Context: an optimization exercise on an open-source flow, tuned for small area, a short achievable clock period and few clock cycles per item. The choices shown serve that exercise and are no tape-out recipe.
At most, simulation tests tie the RTL to the original design; equivalence was not proved.

==> delta: inputs <==
==> flow/design.v <==
module eb15_ctrl #(
    parameter S0 = 5'b1_0_10_0,
    parameter S1 = 5'b1_1_01_0,
    parameter S2 = 5'b0_1_00_0,
    parameter S3 = 5'b1_1_10_1,
    parameter S4 = 5'b0_1_00_1
) (
    input  s_valid,
    output s_ready,
    output m_valid,
    input  m_ready,
    output en0, en1, sel,
    input  clk, reset_n
);
reg [4:0] state, state_nxt;
always @(posedge clk or negedge reset_n)
    if (~reset_n) state <= S0;
    else          state <= state_nxt;
always @*
    casez({state, s_valid, m_ready})
        {S0, 2'b1?} : state_nxt = S1;
        {S1, 2'b01} : state_nxt = S0;
        {S1, 2'b10} : state_nxt = S2;
        {S1, 2'b11} : state_nxt = S3;
        {S2, 2'b?1} : state_nxt = S3;
        {S3, 2'b01} : state_nxt = S0;
        {S3, 2'b10} : state_nxt = S4;
        {S3, 2'b11} : state_nxt = S1;
        {S4, 2'b?1} : state_nxt = S1;
        default       state_nxt = state;
    endcase
assign s_ready = state[4];
assign m_valid = state[3];
assign en0     = state[2] & s_valid;
assign en1     = state[1] & s_valid;
assign sel     = state[0];
endmodule
`default_nettype none
module elbuf_ctrl (
    input   wire           clk,
    input   wire           reset_n,
    input   wire           s0_valid,
    output  wire           s0_ready,
    output  wire           m0_valid,
    input   wire           m0_ready,
    output  wire           en0_0,
    output  wire           en0_1,
    output  wire           sel0
);
wire             req0, ack0, ack0_0, req0_0;
assign req0 = s0_valid;
assign s0_ready = ack0;
wire ack0m, req0m;
eb15_ctrl u_eb15_ctrl(
	.s_valid (req0 ),
    .s_ready (ack0 ),
    .m_valid (req0m ),
    .m_ready (ack0m ),
    .en0     (en0_0 ),
    .en1     (en0_1 ),
    .sel     (sel0  ),
    .clk     (clk   ),
    .reset_n (reset_n )
);
assign req0_0 = req0m;
assign ack0m = ack0_0;
assign m0_valid = req0_0;
assign ack0_0 = m0_ready;
endmodule  
`default_nettype wire
module elbuf (
    input              clk,
    input              reset_n,
    input       [32:0] s0_data,
    input              s0_valid,
    output             s0_ready,
    output      [32:0] m0_data,
    output             m0_valid,
    input              m0_ready
);
wire      [32:0] dat0, dat0_nxt;
assign dat0_nxt = s0_data; 
assign m0_data = dat0; 
wire en0_0, en0_1, sel0;
reg [32:0] dat0_r0, dat0_r1;
always @(posedge clk) if (en0_0) dat0_r0 <= dat0_nxt;
always @(posedge clk) if (en0_1) dat0_r1 <= dat0_nxt;
assign dat0 = sel0 ? dat0_r1 : dat0_r0;
elbuf_ctrl u_elbuf_ctrl(
	.clk      (clk      ),
    .reset_n  (reset_n  ),
    .s0_valid (s0_valid ),
    .s0_ready (s0_ready ),
    .m0_valid (m0_valid ),
    .m0_ready (m0_ready ),
    .en0_0    (en0_0    ),
    .en0_1    (en0_1    ),
    .sel0     (sel0     )
);
endmodule
`timescale 1 ns / 1 ps
`default_nettype none
module arbiter
(
	input  wire          axis_aclk,
	input  wire          axis_aresetn,
	input  wire [31 : 0] s0a_axis_tdata,
	input  wire  		 s0a_axis_tvalid,
	output wire  		 s0a_axis_tready,
	input  wire  		 s0a_axis_tlast,
	input  wire [31 : 0] s0b_axis_tdata,
	input  wire          s0b_axis_tvalid,
	output wire          s0b_axis_tready,
	input  wire          s0b_axis_tlast,
	output wire [31 : 0] m0k_axis_tdata,
	output wire          m0k_axis_tvalid,
	input wire           m0k_axis_tready,
	output wire          m0k_axis_tlast,
    output wire          m0k_axis_a,
    output wire          m0k_axis_b
);
reg arb;
wire [31:0] dat0, dat1;
wire dat0_last, dat1_last;
wire ack0, req0;
wire ack1, req1;
wire s_ready;
elbuf u_elbuf0(
	.clk      (axis_aclk       ),
    .reset_n  (axis_aresetn    ),
    .s0_data  ({s0a_axis_tlast, s0a_axis_tdata}),
    .s0_valid (s0a_axis_tvalid ),
    .s0_ready (s0a_axis_tready ),
    .m0_data ({dat0_last, dat0}),
    .m0_valid (req0),
    .m0_ready (ack0)
);
elbuf u_elbuf1(
	.clk      (axis_aclk       ),
    .reset_n  (axis_aresetn    ),
    .s0_data  ({s0b_axis_tlast, s0b_axis_tdata}),
    .s0_valid (s0b_axis_tvalid ),
    .s0_ready (s0b_axis_tready ),
    .m0_data ({dat1_last, dat1}),
    .m0_valid (req1),
    .m0_ready (ack1)
);
wire [31:0] dat0_nxt;
wire dat0_nlast, dat0_nreq;
assign dat0_nxt = (arb) ? dat1 : dat0;
assign dat0_nlast = (arb) ? dat1_last: dat0_last;
assign dat0_nreq = (arb) ? req1 : req0;
assign {ack1, ack0} = (arb) ? {s_ready, 1'b0} : {1'b0, s_ready};
wire m_valid, en0_0, en0_1, sel0;
eb15_ctrl u_eb15_ctrl(
    .s_valid (dat0_nreq      ),
    .s_ready (s_ready        ),
    .m_valid (m_valid        ),
    .m_ready (m0k_axis_tready),
    .en0     (en0_0          ),
    .en1     (en0_1          ),
    .sel     (sel0           ),
    .clk     (axis_aclk      ),
    .reset_n (axis_aresetn   )
);
wire take = dat0_nreq & s_ready;
reg  lock;
always @(posedge axis_aclk or negedge axis_aresetn)
    if (~axis_aresetn) lock <= 1'b0;
    else if (take) lock <= ~dat0_nlast;
always @(posedge axis_aclk or negedge axis_aresetn)
    if (~axis_aresetn) arb <= 1'b0;
    else if (take ? dat0_nlast : (~lock & ~dat0_nreq)) arb <= ~arb;
reg [33:0] dat0_r0, dat0_r1;
wire [33:0] dat0_r;
always @(posedge axis_aclk) if (en0_0) dat0_r0 <= {arb, dat0_nlast, dat0_nxt};
always @(posedge axis_aclk) if (en0_1) dat0_r1 <= {arb, dat0_nlast, dat0_nxt};
assign dat0_r = sel0 ? dat0_r1 : dat0_r0;
assign m0k_axis_tvalid = m_valid;
assign m0k_axis_tdata = dat0_r[31:0];
assign m0k_axis_tlast = dat0_r[32];
assign m0k_axis_a = ~dat0_r[33];
assign m0k_axis_b = dat0_r[33];
endmodule
`default_nettype wire
==> flow/run.sh <==
#!/bin/bash
# synth_recipe.tcl (not shown) runs the flow's synth.tcl, then flattens the netlist and writes it again
# the make line also repeats each setting of config.mk as NAME=value (left out here)
make -C /OpenROAD-flow-scripts/flow DESIGN_CONFIG=/design/flow/config.mk WORK_HOME=/design/flow/orfs CLKGATE_MAP_FILE= SYNTH_SCRIPT=/design/flow/synth_recipe.tcl finish
==> flow/config.mk <==
export PLATFORM = sky130hd
export DESIGN_NAME = arbiter
export DESIGN_NICKNAME = arbiter
export VERILOG_FILES = /design/flow/design.v
export SDC_FILE = /design/flow/constraint.sdc
export NUM_CORES = 4
export LEC_CHECK = 0
export CAP_MARGIN = 20
export CORE_MARGIN = 2
export CORE_UTILIZATION = 40
export SLEW_MARGIN = 20
==> flow/constraint.sdc <==
create_clock -name core_clock -period 4.0 [get_ports {axis_aclk}]
set_input_delay 0.8000 -clock core_clock [delete_from_list [all_inputs] [get_ports {axis_aclk}]]
set_output_delay 0.8000 -clock core_clock [all_outputs]
set_load 0.01 [all_outputs]
==> umber: changes against delta <==
==> flow/design.v (replaced) <==
`timescale 1 ns / 1 ps
`default_nettype none
module arbiter
(
	input  wire          axis_aclk,
	input  wire          axis_aresetn,
	input  wire [31 : 0] s0a_axis_tdata,
	input  wire  		 s0a_axis_tvalid,
	output wire  		 s0a_axis_tready,
	input  wire  		 s0a_axis_tlast,
	input  wire [31 : 0] s0b_axis_tdata,
	input  wire          s0b_axis_tvalid,
	output wire          s0b_axis_tready,
	input  wire          s0b_axis_tlast,
	output wire [31 : 0] m0k_axis_tdata,
	output wire          m0k_axis_tvalid,
	input wire           m0k_axis_tready,
	output wire          m0k_axis_tlast,
    output wire          m0k_axis_a,
    output wire          m0k_axis_b
);
reg ga, gb;
reg lock;
wire sel_valid = gb ? s0b_axis_tvalid : s0a_axis_tvalid;
wire sel_last  = gb ? s0b_axis_tlast  : s0a_axis_tlast;
wire oth_valid = gb ? s0a_axis_tvalid : s0b_axis_tvalid;
wire take      = sel_valid & m0k_axis_tready;
wire flip = take ? (sel_last & oth_valid) : (~lock & ~sel_valid);
always @(posedge axis_aclk or negedge axis_aresetn)
    if (~axis_aresetn) lock <= 1'b0;
    else if (take) lock <= ~sel_last;
always @(posedge axis_aclk or negedge axis_aresetn)
    if (~axis_aresetn) ga <= 1'b1;
    else if (flip) ga <= ~ga;
always @(posedge axis_aclk or negedge axis_aresetn)
    if (~axis_aresetn) gb <= 1'b0;
    else if (flip) gb <= ~gb;
assign m0k_axis_tvalid = sel_valid;
assign m0k_axis_tdata  = ({32{ga}} & s0a_axis_tdata) | ({32{gb}} & s0b_axis_tdata);
assign m0k_axis_tlast  = (ga & s0a_axis_tlast) | (gb & s0b_axis_tlast);
assign m0k_axis_a      = ga;
assign m0k_axis_b      = gb;
assign s0a_axis_tready = m0k_axis_tready & ~gb;
assign s0b_axis_tready = m0k_axis_tready & gb;
endmodule
`default_nettype wire
==> flow/flow/run.sh (new file) <==
#!/bin/bash
set -euo pipefail
bash standard.sh BUFFER_PORTS_ARGS="-buffer_cell sky130_fd_sc_hd__buf_1" finish > standard.log 2>&1
==> flow/standard.sh (new file) <==
#!/bin/bash
# synth_recipe.tcl (not shown) runs the flow's synth.tcl, then flattens the netlist and writes it again
# the make line also repeats each setting of config.mk as NAME=value (left out here)
make -C /OpenROAD-flow-scripts/flow DESIGN_CONFIG=/design/flow/config.mk WORK_HOME=/design/flow/orfs CLKGATE_MAP_FILE= SYNTH_SCRIPT=/design/flow/synth_recipe.tcl "${@:-finish}"
--- a/flow/config.mk
+++ b/flow/config.mk
@@ -7,5 +7,6 @@
 export LEC_CHECK = 0
 export CAP_MARGIN = 20
 export CORE_MARGIN = 2
-export CORE_UTILIZATION = 40
+export CORE_UTILIZATION = 20
+export SETUP_SLACK_MARGIN = 1.7
 export SLEW_MARGIN = 20
removed: flow/run.sh
==> impl_metrics.csv <==
group,metric,value,unit
sta,fin_crit,3.23,ns
placed_design,dpl_worst_slack,1.25,ns
clock_tree,clk_path_buf_depth,3,
critical_path,worstPathArrival,2.43,ns
yosys,muxShareOfSynthArea,9.01,%
sta,skew,0.00614,ns
yosys,yosysWarnings,3,
worst_hold_path,hold_depth,2,
drt,drtIter0Drc,361,
yosys,synthDistinctLibCells,54,
drt,wirelength,17.1,mm
outcome,status,"timing/DRC/antenna clean",
cells_and_area,seq_area,6440,um2
That was delta.
==> impl_metrics.csv <==
group,metric,value,unit
drt,wirelength,2.32,mm
yosys,synthDistinctLibCells,15,
yosys,yosysWarnings,1,
outcome,status,"timing/DRC/antenna clean",
placed_design,dpl_worst_slack,1.55,ns
yosys,muxShareOfSynthArea,7.34,%
cells_and_area,seq_area,83.8,um2
That was umber.
Testbench counts of umber, summed over its fixed seeds: cycles 32,092, items 24,069.
The RTL of delta was laid out without a check of its function.

re-timing with driven ports:
In the flow no input, the clock included, has a driving cell. The finished layouts below were timed again as built, in two steps. Step 1: set_driving_cell puts a clkbuf_16 on axis_aclk and a buf_2 on each other input, an assumption about the parent block. Step 2 times the ports against the registers' clock, not the clock port: input delays grow and output delays shrink by t, the midpoint of the rising clock arrivals with the driver on. Slacks: ideal ports / drivers / drivers and shift; pairs: ideal ports / drivers.
| run | t (ns) | setup slack, ns | hold slack, ns | worst register clock-pin slew, ns | pins driven straight from the clock port |
|---|---|---|---|---|---|
| delta | 0.537 | 0.768 / 0.729 / 1.266 | 0.508 / 0.508 / 0.508 | 0.06 / 0.06 | 1 |
| umber | 0.246 | 1.758 / 1.743 / 1.880 | 0.363 / 0.370 / 0.528 | 0.04 / 0.04 | 1 |
After both steps every run listed still meets setup and hold.
